This is an optimization exercise on Yosys and OpenROAD, whose aim is small area, not a production implementation.
RTL that was checked went through simulation tests only; none was proved equivalent to the original.
Only the layout flow was run in run 3; the RTL was not checked for function there.
No activity file was given, so power comes from the tool's default toggle rates.

**flow/config.mk**
```make
export PLATFORM = sky130hd
export DESIGN_NAME = top
export DESIGN_NICKNAME = top
export VERILOG_FILES = /design/flow/design.v
export SDC_FILE = /design/flow/constraint.sdc
export NUM_CORES = 4
export LEC_CHECK = 0
export CAP_MARGIN = 20
export CORE_MARGIN = 2
export CORE_UTILIZATION = 40
export SLEW_MARGIN = 20
```
**flow/constraint.sdc**
```tcl
create_clock -name core_clock -period 5.0 [get_ports {clk}]
set_input_delay 1.0000 -clock core_clock [delete_from_list [all_inputs] [get_ports {clk}]]
set_output_delay 1.0000 -clock core_clock [all_outputs]
set_load 0.01 [all_outputs]
```
**flow/design.v**
```verilog
`timescale 1ns / 1ps
module top(
    input clk,
    input rst,
    input start,
    input [7:0] txin,
    output reg tx, 
    input rx,
    output [7:0] rxout,
    output rxdone, 
    output txdone
);
parameter clk_value = 100_000;
parameter baud = 9600;
parameter wait_count = clk_value / baud;
reg bitDone;
integer count;
parameter idle = 0, send = 1, check = 2;
reg [1:0] state;
always@(posedge clk) begin
    if(rst) begin
        bitDone <= 1'b0;
        count   <= 0;
    end else if(state == idle) begin 
        count <= 0;
    end else begin
        if(count == wait_count) begin
            bitDone <= 1'b1;
            count   <= 0;  
        end else begin
            count   <= count + 1;
            bitDone <= 1'b0;  
        end    
    end
end
reg [9:0] txData;   
integer bitIndex;
reg [9:0] shifttx;
always@(posedge clk) begin
    if(rst) begin
        state    <= idle;
        tx       <= 1'b1;
        txData   <= 0;
        bitIndex <= 0;
        shifttx  <= 0;
    end else
    case(state)
        idle: begin
            tx       <= 1'b1;
            txData   <= 0;
            bitIndex <= 0;
            shifttx  <= 0;
            if(start == 1'b1) begin
                txData <= {1'b1, txin, 1'b0};  
                state  <= send;
            end else begin
                state <= idle;
            end
        end
        send: begin
            tx      <= (bitIndex <= 9) ? txData[bitIndex] : 1'b1;
            state   <= check;
            shifttx <= {((bitIndex <= 9) ? txData[bitIndex] : 1'b1), shifttx[9:1]};
        end
        check: begin
            if(bitIndex <= 9) begin
                if(bitDone == 1'b1) begin
                    state <= send;
                    bitIndex <= bitIndex + 1;
                end
            end else begin
                state <= idle;
                bitIndex <= 0;
            end
        end
        default: state <= idle;
    endcase
end
assign txdone = (bitIndex == 9 && bitDone == 1'b1) ? 1'b1 : 1'b0;
integer rcount;
integer rindex;
parameter ridle = 0, rwait = 1, recv = 2;
reg [1:0] rstate;
reg [9:0] rxdata;
always@(posedge clk) begin
    if(rst) begin
        rstate <= ridle;
        rxdata <= 0;
        rindex <= 0;
        rcount <= 0;
    end else
    case(rstate)
        ridle: begin
            rxdata <= 0;
            rindex <= 0;
            rcount <= 0;
            if(rx == 1'b0) begin
                rstate <= rwait;
            end else begin
                rstate <= ridle;
            end
        end
        rwait: begin
            if(rcount < wait_count / 2) begin
                rcount <= rcount + 1;
                rstate <= rwait;
            end else begin
                rcount <= 0;
                rstate <= recv;
                rxdata <= {rxdata[8:0], rx};  
            end
        end
        recv: begin
            if(rindex <= 9) begin
                if(bitDone == 1'b1) begin
                    rindex <= rindex + 1;
                    rstate <= rwait;
                end
            end else begin
                rstate <= ridle;
                rindex <= 0;
            end
        end
        default: rstate <= ridle;
    endcase
end
assign rxout = rxdata[8:1];  
assign rxdone = (rindex == 9 && bitDone == 1'b1) ? 1'b1 : 1'b0;
endmodule
```
**flow/run.sh**
```bash
#!/bin/bash
# synth_recipe.tcl (not shown) runs the flow's synth.tcl, then flattens the netlist and writes it again
# the make line also repeats each setting of config.mk as NAME=value (left out here)
make -C /OpenROAD-flow-scripts/flow DESIGN_CONFIG=/design/flow/config.mk WORK_HOME=/design/flow/orfs CLKGATE_MAP_FILE= SYNTH_SCRIPT=/design/flow/synth_recipe.tcl finish
```
==> flow_summary.ini, run 1 <==
[outcome]
outcome = finished clean

[clock_network]
postCtsSetupRepairBufs = 0
clockRootBuffer = clkbuf_16
path_clk_slew_ns = 0.07
cts_tree = built
holdBufCountCts = 0
clock-sinks = 152
cts-resized-gates = 0
insertion_delay_ns = 0.43
htreeDepth = 4
clockBufferDepth = 2
cts_buffers = 17

[synth]
synth.top_cell.area_share_pct = 39.88
synth_top_area_cell = dfxtp_1
syn_avg_cell_area_um2 = 8.015
synth_nets = 974
yosysWarnings = 1
yosysSeqAreaShare_pct = 39.88
synth-edff-count = 0
synth_top_flop_cell = dfxtp_1
synthTopCellsByArea = dfxtp_1 40%, nand2_1 5.3%, nor2_1 4.6%
synthArstFlopShare_pct = 0
synth_cell_types = 65
syn_area_mm2 = 0.007630
netlist_instances = 952
ys_ff_latch = 152

[timing]
max_freq_ghz = 0.2670
finalMaxSlewViolations = 0
rsz0062_at_grt = no
finalCritPeriodShare_pct = 74.90
clock_skew_ns = 0.01042
worstMarginPinSlew_ns = 0.9957
hold_viol = 0
slew_headroom_pct = 33.00
period_needed_ns = 3.745
fin_tns_setup_ns = 0
report.final.setup_viol = 0

[setup_path]
worstPathArrival_ns = 2.75
crit_fanout = 8
cp_common_cell = nor4_1
crit_chain = nor4_1 > nand4_1 > or2_1 > nor4_1 > clkdlybuf4s50_1
crit_type = register to primary output
cpMaxStageDelayCell = clkdlybuf4s50_1
worst-path-buf-inv = 1
required_ns = 4.00
worst_setup_path_start_kind = register
cp_slowest_stage_delay_ns = 0.61
cp-end-kind = primary output
cp_top_family = simple AND/OR/NAND/NOR gates

[grt]
antenna_found_initial = 0
grt_max_degree = 43
grtUsageTotal_pct = 18.13
grt_first_pass_wirelength_mm = 30.06
grt_pass1_vias = 6207
grt_overflow = 0

[finish]
fin_util_pct = 45.85
layout.nets = 967
n_fill_cell = 1783
antenna_cells = 0
synthToLayoutAreaGrowth_pct = 12.40
drive_above_1_share_pct = 6.263
multi_input_area_mm2 = 0.004254
fin_area_mm2 = 0.008576
seq_area_mm2 = 0.003043

[power]
p_leak_uw = 0.002664
power_density_mw_per_mm2 = 307.9
power.total_uw = 2640
vdd_drop_max_mv = 0.2330

[drt]
wl_mm = 17.57
vias = 6675
wire_per_inst_um = 14.74
viasPerCell = 5.600
drc = 0
drt_first_pass_iters = 4
drt-initial-drc-count = 486
ant_nets = 0

[floorplan]
dieArea_mm2 = 0.02020
die_y_um = 142.1
ioPinCount = 23
die_w_um = 142.1
core_mm2 = 0.01871
rows = 50
start_util_pct = 40.79

[hold_path]
hold_path_class = register to register

[run]
max_cap_viol_count = 0

[placed_design]
portBuffers = 22
placedInstanceArea_mm2 = 0.007993
place_congestion = 0.7869
dp_hpwl_mm = 11.75
## kinds of logic (layout without fill, tap and decap cells)
group                    after synthesis  count (layout)  synth area share, %
buffers and inverters                 88              94                4.739
AO/OA/AOI/OAI                        156             156                13.37
flip-flops                           152             152                39.88
XOR/XNOR                              64              64                7.347
AND/OR/NAND/NOR                      473             473                31.83
multiplexers                           9               9                1.197
adder cells (fa/ha/maj)               10              10                1.640
## layout make-up
cell class	instances	area share, %
inverters	31	1.357
multi-input cells	712	49.61
well taps	234	3.414
clock inverters	14	1.795
flip-flops and latches	152	35.48
clock buffers	18	5.004
repair buffers	31	3.341
## synth_stat cells, drive strengths merged, types with 16 or more instances
cell type / count
nand4: 32
nand2: 108
xor2: 24
a31oi: 16
a21oi: 41
clkbuf: 47
nand3: 64
xnor2: 40
o21ai: 37
inv: 30
nor4: 49
dfxtp: 152
and3: 22
or3: 20
nor2: 94
nor3: 37
## registers in the layout, summed over array words and instances (netlist names)
signal / flops
rstate: 2
bitDone: 1
txData: 9
state: 2
rcount: 32
count: 32
bitIndex: 32
rxdata: 9
tx: 1
rindex: 32
## power breakdown
group	leakage [µW]	switching, µW	internal (µW)	total [µW]
sequential	0.00123	14.4	1220	1230
clock	0.000289	580	711	1290
combinational	0.00115	78.9	35.9	115
total	0.00266	673	1970	2640
## final timing paths
check / from / to / slack (ns) / depth (start not counted)
max: rindex[14] / rxdone / 1.25 / 5
min: txData[8] / txData[8] / 0.45 / 2
max reg2reg: rindex[0] / rindex[26] / 2.18 / 7
min reg2reg: txData[8] / txData[8] / 0.45 / 2
## through the flow
stage / cells / setup slack, ns / hold WS [ns]
2_1_floorplan: 952 / 2.432 / 0.4250
3_3_place_gp: 1159 / 1.748 / 0.4401
3_5_place_dp: 1160 / 1.700 / 0.4376
4_1_cts: 1192 / 1.223 / 0.4527
5_1_grt: 1192 / 1.127 / 0.4676
6_report: 1192 / 1.255 / 0.4533
## cell usage in the layout, fill, tap and decap left out, types with 4 or more instances in the layout
cell | netlist | routed
nand3_1 | 64 | 64
a21o_1 | 5 | 5
mux2i_1 | 8 | 8
or4_1 | 6 | 6
and4_1 | 12 | 12
o21ai_0 | 36 | 36
xnor2_1 | 40 | 40
xor2_1 | 24 | 24
or3_1 | 20 | 20
nand2_1 | 108 | 108
clkbuf_16 | 0 | 17
inv_6 | 0 | 7
nor4b_1 | 7 | 7
clkdlybuf4s50_1 | 0 | 21
and2_1 | 8 | 8
nor3_1 | 37 | 36
dfxtp_1 | 152 | 152
o211ai_1 | 4 | 4
a31oi_1 | 16 | 16
nand4_1 | 31 | 31
nor2_1 | 94 | 94
ha_1 | 10 | 10
or2_2 | 4 | 4
and3_1 | 22 | 22
inv_1 | 30 | 30
a41oi_1 | 4 | 4
o22ai_1 | 9 | 9
nor4_1 | 45 | 44
buf_4 | 8 | 8
a21oi_1 | 41 | 41
nor4_2 | 4 | 5
o31ai_1 | 9 | 8
inv_8 | 0 | 4
## per-layer routing
layer / share of wire, % / up-vias / global-route usage (%)
met4: 1.3 / 0 / 5.737
met3: 3.1 / 18 / 3.264
met5: 0 / - / 0
li1: - / 3432 / -
met1: 51 / 3113 / 25.52
met2: 45 / 112 / 28.22
## worst min-delay path: stages, from the launching register on
cell     delay, ns
dfxtp_1       0.31
nand2_1       0.05
a21oi_1       0.05
==> inputs of run 2 (changes only) <==
==> flow/design.v (replaced) <==
`timescale 1ns / 1ps
module top(
    input clk,
    input rst,
    input start,
    input [7:0] txin,
    output reg tx,
    input rx,
    output [7:0] rxout,
    output rxdone,
    output txdone
);
parameter clk_value = 100_000;
parameter baud = 9600;
parameter wait_count = clk_value / baud;
reg [3:0] tcnt;
reg [3:0] tidx;
reg [7:0] sh;       
wire tidle  = &tidx;
wire tfirst = (tidx == 4'd4);
wire twrap  = (tcnt == 4'd10);
wire bitDone = (tcnt == 4'd8) & ~tidle & ~tfirst;
always @(posedge clk) begin
    if (rst) begin
        tidx <= 4'd15;
    end else if (tidle) begin
        if (start) tidx <= 4'd4;
    end else if (twrap) begin
        tidx <= tidx + 4'd1;
    end
end
always @(posedge clk) begin
    if (tidle) tcnt <= 4'd8;
    else if (twrap) tcnt <= 4'd0;
    else tcnt <= tcnt + 4'd1;
end
always @(posedge clk) begin
    if (tidle) sh <= txin;
    else sh <= {sh[2:0], sh[7:3]};
end
always @(posedge clk) begin
    if (rst | tidle) tx <= 1'b1;
    else if (tfirst) tx <= 1'b0;
    else if (tcnt == 4'd9) tx <= (tidx[3] & tidx[2] & (tidx[1] | tidx[0])) ? 1'b1 : sh[4];
end
assign txdone = bitDone & (tidx == 4'd14);
reg [2:0] rsub;
reg [3:0] rindex;
reg [8:0] rxdata;
wire ridle = &rsub;
wire recv  = (rsub == 3'd6);
wire rlast = rindex[3] & rindex[1];    
always @(posedge clk) begin
    if (rst) rsub <= 3'd7;
    else if (ridle) begin
        if (!rx) rsub <= 3'd0;
    end else if (recv) begin
        if (rlast) rsub <= 3'd7;
        else if (bitDone) rsub <= 3'd0;
    end else
        rsub <= rsub + 3'd1;
end
always @(posedge clk) begin
    if (ridle) rindex <= 4'd0;
    else if (recv & bitDone & ~rlast) rindex <= rindex + 4'd1;
end
always @(posedge clk) begin
    if (rst | ridle) rxdata <= 9'd0;
    else if (rsub == 3'd5) rxdata <= {rxdata[7:0], rx};
end
assign rxout = rxdata[8:1];
assign rxdone = bitDone & (rindex == 4'd9);
endmodule
==> flow_summary.ini, run 2 <==
[floorplan]
die_w_um = 67.33
rows = 23
ioPinCount = 23
core_mm2 = 0.003943
die_y_um = 67.33
start_util_pct = 40.69
dieArea_mm2 = 0.004533

[clock_network]
cts_buffers = 5
htreeDepth = 2
insertion_delay_ns = 0.29
postCtsSetupRepairBufs = 0
clockBufferDepth = 2
holdBufCountCts = 0
cts-resized-gates = 0
cts_tree = built
path_clk_slew_ns = 0.07
clock-sinks = 33
clockRootBuffer = clkbuf_8

[finish]
fin_cells = 254
synthToLayoutAreaGrowth_pct = 20.05
final_common_cell = nand2_1
layout.nets = 228
largest_reg_flops = 9
drive_above_1_share_pct = 8.333
reg_top3 = rxdata: 9 flops, sh: 8 flops
max_flop_register = rxdata
final_cell_mix = 44 x nand2_1, 33 x dfxtp_1, 22 x clkdlybuf4s50_1, 16 x a21oi_1, 14 x nand3_1
antenna_cells = 0

[timing]
fin_tns_setup_ns = 0
finalCritPeriodShare_pct = 65.00
clock_skew_ns = 0.006252
worstMarginPinSlew_ns = 0.5051
rsz0062_at_grt = no
period_needed_ns = 3.250
report.final.setup_viol = 0
final.setup.worst_slack_ns = 1.750
finalMaxSlewViolations = 0
hold_viol = 0
max_freq_ghz = 0.3077
hold_slack_ns = 0.4235
slew_headroom_pct = 66.23

[grt]
grt_overflow = 0
grt_first_pass_wirelength_mm = 5.789
grt_pass1_vias = 1324
grtUsageTotal_pct = 17.02
grt_max_degree = 15
antenna_found_initial = 0

[drt]
viasPerCell = 5.122
drt-initial-drc-count = 67
ant_nets = 0
vias = 1301
wl_mm = 3.201
drc = 0
drt_first_pass_iters = 4
wire_per_inst_um = 12.60

[synth]
synthArstFlopShare_pct = 0
synth_nets = 214
yosysSeqAreaShare_pct = 41.19
synthTopCellsByCount = 44 x nand2_1, 33 x dfxtp_1, 16 x a21oi_1
syn_area_mm2 = 0.001604
netlist_instances = 189
ys_ff_latch = 33
synth.top_cell.area_share_pct = 41.19
synth_top_flop_cell = dfxtp_1
post-synth-top-count-cell = nand2_1
synthTopCellsByArea = dfxtp_1 41%, nand2_1 10%, ha_1 10%
synth-edff-count = 0
syn_avg_cell_area_um2 = 8.487
synth_top_area_cell = dfxtp_1
yosysWarnings = 1
synth_cell_types = 36

[setup_path]
worst_setup_path_start_kind = register
crit_type = register to primary output
reg2reg_to = rsub[1]
required_ns = 4.00
worstRegToRegCells = 6
worstPathArrival_ns = 2.25
r2r_slack_ns = 3.07
r2r-start = tidx[0]
cp-end-kind = primary output
crit_fanout = 5

[hold_path]
hold_path_class = register to register
hold_path_depth = 2
worstHoldStart = sh[6]
min_to = sh[3]

[outcome]
outcome = finished clean

[placed_design]
place_congestion = 0.8095
dp_hpwl_mm = 2.238
post-place-ws_ns = 2.036
portBuffers = 22
dp_cells = 246

[power]
power_density_mw_per_mm2 = 584.6
vdd_drop_max_mv = 0.3284
p_leak_uw = 0.0007936

[run]
max_cap_viol_count = 0
[run 2: cell types whose count changed after synthesis, sizes merged, moves of 35 or more]
cell    previous run  this run
clkbuf            47         5
dfxtp            152        33
nand2            108        44
nand3             64        14
nor2              94         7
nor4              49         0
o21ai             37         2
xnor2             40         2
[run 2: worst max path at each step]
stage          depth (start not counted)     end     from
2_1_floorplan                          5  rxdone  tidx[0]
3_3_place_gp                           6  rxdone  tidx[0]
3_5_place_dp                           6  rxdone  tidx[0]
4_1_cts                                6  rxdone  tidx[0]
5_1_grt                                6  rxdone  tidx[0]
6_report                               6  rxdone  tidx[0]
[run 2: cell families (layout without fill, tap and decap cells)]
| group | Yosys count | count (layout) | share of synthesized area, % |
|---|---|---|---|
| buffers and inverters | 25 | 40 | 8.269 |
| muxes | 2 | 2 | 1.560 |
| DFF | 33 | 33 | 41.19 |
| AOI/OAI and AO/OA | 32 | 32 | 14.35 |
| adders and majority gates | 13 | 13 | 10.14 |
| xor gates and xnor gates | 3 | 3 | 1.638 |
| and+or+nand+nor | 81 | 81 | 22.86 |
[run 2: area by class of cell]
type | instances | area, µm²
inverters | 10 | 37.54
flip-flops and latches | 33 | 660.6
clock inverters | 3 | 65.06
fillers | 370 | 2017
repair buffers | 22 | 220.2
multi-input cells | 131 | 810.8
well taps | 50 | 62.56
clock buffers | 5 | 68.82
[run 2: worst max-delay path: stages, from the launching register on]
cell and delay (ns):
dfxtp_1 0.40, inv_1 0.09, ha_1 0.22, mux2_4 0.31, a21o_2 0.22, nor3_1 0.16
clkdlybuf4s50_1 0.56
[run 2: stage by stage]
| step | instance area, µm² | util (%) | power (µW) |
|---|---|---|---|
| after floorplan | 1604 | - | 737.0 |
| after global placement | 1792 | 45.45 | 807.7 |
| after detailed placement | 1792 | 45.45 | 831.2 |
| after CTS | 1926 | 48.84 | 1138 |
| after global routing | 1926 | 48.84 | 1225 |
| final | 1926 | 48.84 | 1126 |
[run 2: layer usage]
metal	track usage, %	wire [µm]	vias up
met3	4.167	135	8
met5	0	0	-
li1	-	-	662
met1	20.52	1462	601
met4	9.184	61	0
met2	27.85	1540	30
[run 2: power by group]
| part | total, µW | internal, µW | switching, µW |
|---|---|---|---|
| registers | 409 | 339 | 69.3 |
| clock network | 298 | 198 | 100 |
| logic | 418 | 171 | 247 |
==> inputs of run 3 (changes only) <==
==> flow/design.v (replaced) <==
`timescale 1ns / 1ps
module top(
    input clk,
    input rst,
    input start,
    input [7:0] txin,
    output reg tx,
    input rx,
    output [7:0] rxout,
    output rxdone,
    output txdone
);
parameter clk_value = 100_000;
parameter baud = 9600;
parameter wait_count = clk_value / baud;
reg [3:0] tcnt;
reg [3:0] tidx;
reg [7:0] sh;       
wire tidle  = &tidx;
wire tfirst = ~tidx[3] & ~tidx[1] & ~tidx[0];        
wire tc8    = tcnt[3] & ~tcnt[1] & ~tcnt[0];         
wire tc9    = tcnt[3] & tcnt[0];
wire twrap  = tcnt[3] & tcnt[1];
wire bitDone = tc8 & ~tidle & ~tfirst;
always @(posedge clk) begin
    if (rst) tidx <= 4'd15;
    else if (tidle) tidx <= start ? 4'd4 : 4'd15;
    else begin
        tidx[0] <= tidx[0] ^ twrap;
        tidx[1] <= tidx[1] ^ (twrap & tidx[0]);
        tidx[2] <= tidx[2] ^ (twrap & tidx[0] & tidx[1]);
        tidx[3] <= tidx[3] | (twrap & tidx[0] & tidx[1] & tidx[2]);
    end
end
always @(posedge clk) begin
    tcnt[0] <= ~tidle & ~tcnt[0] & ~twrap;
    tcnt[1] <= ~tidle & (tcnt[0] ? ~tcnt[1] : (tcnt[1] & ~tcnt[3]));
    tcnt[2] <= ~tidle & (tcnt[2] ^ (tcnt[1] & tcnt[0]));
    tcnt[3] <= tidle | (tcnt[3] & ~tcnt[1]) | (tcnt[2] & tcnt[1] & tcnt[0]);
end
always @(posedge clk) begin
    if (tidle) sh <= txin;
    else sh <= {sh[2:0], sh[7:3]};
end
always @(posedge clk) begin
    if (rst | tidle) tx <= 1'b1;
    else if (tfirst) tx <= 1'b0;
    else if (tc9) tx <= (tidx[3] & tidx[2] & (tidx[1] | tidx[0])) | sh[4];
end
assign txdone = tc8 & tidx[3] & tidx[2] & tidx[1] & ~tidx[0];
reg [2:0] rsub;
reg [3:0] rindex;
reg [8:0] rxdata;
wire ridle = ~rsub[2] & ~rsub[1] & ~rsub[0];
wire recv  = rsub[2] & ~rsub[1] & ~rsub[0];
wire smp   = rsub[2] & rsub[1] & ~rsub[0];
wire rlast = rindex[3] & rindex[1];    
wire radv  = recv & bitDone;
always @(posedge clk) begin
    rsub[2] <= ~rst & (rsub[1] | (recv & ~bitDone & ~rlast));
    rsub[1] <= ~rst & rsub[0];
    rsub[0] <= ~rst & (ridle ? ~rx : recv ? (bitDone & ~rlast) : (rsub[2] ^ rsub[1]));
end
always @(posedge clk) begin
    if (ridle) rindex <= 4'd0;
    else if (radv) begin
        rindex[0] <= ~rindex[0];
        rindex[1] <= rindex[1] ^ rindex[0];
        rindex[2] <= rindex[2] ^ (rindex[1] & rindex[0]);
        rindex[3] <= rindex[3] | (rindex[2] & rindex[1] & rindex[0]);
    end
end
wire rclr = rst | ridle;
wire rhold = ~rclr & ~smp;
always @(posedge clk) begin
    rxdata <= ({9{smp & ~rst}} & {rxdata[7:0], rx}) | ({9{rhold}} & rxdata);
end
assign rxout = rxdata[8:1];
assign rxdone = bitDone & rindex[3] & rindex[0];    
endmodule
==> flow/flow/run.sh (new file) <==
#!/bin/bash
# Standard ORFS layout, with the port buffers made as buf_1 cells and a clock
# tree built without dummy loads.
set -euo pipefail
export BUFFER_PORTS_ARGS="-buffer_cell sky130_fd_sc_hd__buf_1"
export CTS_ARGS="-sink_clustering_enable -repair_clock_nets -dont_use_dummy_load"
bash standard.sh > flow.log 2>&1
==> flow/standard.sh (new file) <==
#!/bin/bash
# synth_recipe.tcl (not shown) runs the flow's synth.tcl, then flattens the netlist and writes it again
# the make line also repeats each setting of config.mk as NAME=value (left out here)
make -C /OpenROAD-flow-scripts/flow DESIGN_CONFIG=/design/flow/config.mk WORK_HOME=/design/flow/orfs CLKGATE_MAP_FILE= SYNTH_SCRIPT=/design/flow/synth_recipe.tcl "${@:-finish}"
removed: flow/run.sh
==> flow_summary.ini, run 3 <==
[outcome]
outcome = finished clean

[clock_network]
cts-resized-gates = 0
clockBufferDepth = 2
insertion_delay_ns = 0.33
clock-sinks = 33
holdBufCountCts = 0
cts_buffers = 5
path_clk_slew_ns = 0.10
postCtsSetupRepairBufs = 0
htreeDepth = 2
cts_tree = built
clockRootBuffer = clkbuf_4

[power]
comb_power_share_pct = 30.6
power_density_mw_per_mm2 = 490.0
power_frac_seq_pct = 51.8
p_clk_share_pct = 17.6
internal-power_uw = 463.7
switching_power_uw = 250.0
p_leak_uw = 0.0005934
p_sw_share_pct = 35.03
vdd_drop_max_mv = 0.2571

[synth]
synth_top_flop_cell = dfxtp_1
syn_area_mm2 = 0.001358
ys_ff_latch = 33
synth-edff-count = 0
synthTopCellsByCount = 33 x dfxtp_1, 27 x nand2_1, 9 x a22o_1, 9 x buf_4, 9 x nor2_1
yosysSeqAreaShare_pct = 48.66
synth_top_area_cell = dfxtp_1
synthTopCellsByArea = dfxtp_1 49%, nand2_1 7.5%, ha_1 6.5%
netlist_instances = 144
syn_avg_cell_area_um2 = 9.427
synth_nets = 163
post-synth-top-count-cell = dfxtp_1
synthArstFlopShare_pct = 0
synth.top_cell.area_share_pct = 48.66
yosysWarnings = 1
synth_cell_types = 37

[floorplan]
core_mm2 = 0.003284
die_y_um = 62.26
ioPinCount = 23
dieArea_mm2 = 0.003876
die_w_um = 62.26
start_util_pct = 41.33
rows = 21

[timing]
hold_viol = 0
finalMaxSlewViolations = 0
clock_skew_ns = 0.02805
slew_headroom_pct = 32.55
finalCritPeriodShare_pct = 56.02
hold_slack_ns = 0.4311
max_freq_ghz = 0.3570
period_needed_ns = 2.801
report.final.setup_viol = 0
rsz0062_at_grt = no
fin_tns_setup_ns = 0
worstMarginPinSlew_ns = 1.010

[drt]
drc = 0
drt_first_pass_iters = 4
viasPerCell = 4.937
wire_per_inst_um = 11.00
drt-initial-drc-count = 35
vias = 1012
wl_mm = 2.255
ant_nets = 0

[grt]
grt_overflow = 0
grt_first_pass_wirelength_mm = 3.850
grt_max_degree = 19
grt_pass1_vias = 900
grtUsageTotal_pct = 12.79
antenna_found_initial = 0

[placed_design]
place_congestion = 0.7394
portBuffers = 22
dp_hpwl_mm = 1.619

[hold_path]
hold_path_class = register to register

[setup_path]
cpMaxStageDelayCell = or3b_4
required_ns = 4.00
worstPathArrival_ns = 1.80
crit_chain = or3b_4 > nor3_1 > and3_1 > buf_1
cp-end-kind = primary output
cp_slowest_stage_delay_ns = 0.44
crit_fanout = 8
worst_setup_path_start_kind = register
crit_type = register to primary output

[finish]
synthToLayoutAreaGrowth_pct = 7.281
antenna_cells = 0
reg_top3 = rxdata: 9 flops, sh: 8 flops
max_flop_register = rxdata
final_cell_mix = 33 x dfxtp_1, 27 x nand2_1, 22 x buf_1, 9 x nor2_1, 9 x a22o_1
layout.nets = 180
drive_above_1_share_pct = 8.176
largest_reg_flops = 9
final_common_cell = dfxtp_1

[run]
max_cap_viol_count = 0
-- run 3: kinds of logic after synthesis --
kind of cell	after synthesis	synth area share [%]
and+or+nand+nor	62	23.14
DFF	33	48.66
AOI/OAI and AO/OA	24	13.18
buffers and inverters	15	6.635
adders and majority gates	7	6.451
xor gates and xnor gates	3	1.936
-- run 3: power by group through the flow --
stage	logic (µW)	registers, µW	clock network (µW)
detailed placement	222	376	0
finish	218	370	126
global route	256	379	142
global placement	215	373	0
CTS	223	370	133
floorplan	190	366	0
-- run 3: final timing paths --
kind                              start        end  depth (start not counted)  slack [ns]
worst max-delay path            tcnt[0]     rxdone                          4        2.20
worst min-delay path              sh[3]      sh[0]                          2        0.43
worst max register to register  tcnt[0]  rindex[0]                          4        3.30
worst min register to register    sh[3]      sh[0]                          2        0.43
-- run 3: per-layer routing --
layer | share of wire [%] | GRT usage [%]
met4 | 1.3 | 5.833
met3 | 4.7 | 6.159
met2 | 46 | 19.84
met1 | 48 | 14.95
met5 | 0 | 0
-- run 3: final cells by class --
class | count | area, µm²
fillers | 353 | 1828
clock buffers | 5 | 37.54
inverters | 3 | 11.26
repair buffers | 22 | 82.58
flip-flops and latches | 33 | 660.6
multi-input cells | 96 | 606.8
well taps | 46 | 57.56
-- run 3: critical path, delay by kind of cell (launching register included) --
family | cells | cell delay [ns]
buffers and inverters | 1 | 0.15
DFF | 1 | 0.39
and+or+nand+nor | 3 | 0.93
-- run 3: stage by stage --
step	util (%)	power [µW]	std cells	setup slack (ns)	cell area (µm²)
after global placement	43.20	588.6	200	2.597	1419
after floorplan	-	556.1	144	2.780	1358
after global routing	44.34	776.5	205	2.056	1456
after detailed placement	43.20	598.9	200	2.538	1419
final	44.34	713.7	205	2.199	1456
after CTS	44.34	726.7	205	2.162	1456

port drivers added, routing unchanged:
How much do the figures lean on ideal ports? The routed layouts below were timed once more, with nothing changed but the port constraints. Step 1 assumes that a clkbuf_16 drives the clock port and a buf_2 every other input. Step 2 adds t to the input delays and takes it off the output delays; t is the mean of the earliest and latest rising clock arrival at the registers after step 1. Input paths then give back, and output paths get back, about the clock's delay inside the block. Slacks: no drivers / after step 1 / after step 2; pairs: no drivers / after step 1.
run | t (ns) | setup slack, ns | worst hold slack (ns) | latest minus earliest clock arrival (ns) | cell pins on the clock port's net
run 1 | 0.471 | 1.255 / 1.211 / 1.682 | 0.453 / 0.453 / 0.453 | 0.012 / 0.012 | 1
run 2 | 0.308 | 1.750 / 1.725 / 2.034 | 0.423 / 0.423 / 0.423 | 0.006 / 0.007 | 1
run 3 | 0.337 | 2.199 / 2.180 / 2.517 | 0.431 / 0.431 / 0.431 | 0.028 / 0.028 | 1
After both steps every run listed still meets setup and hold.
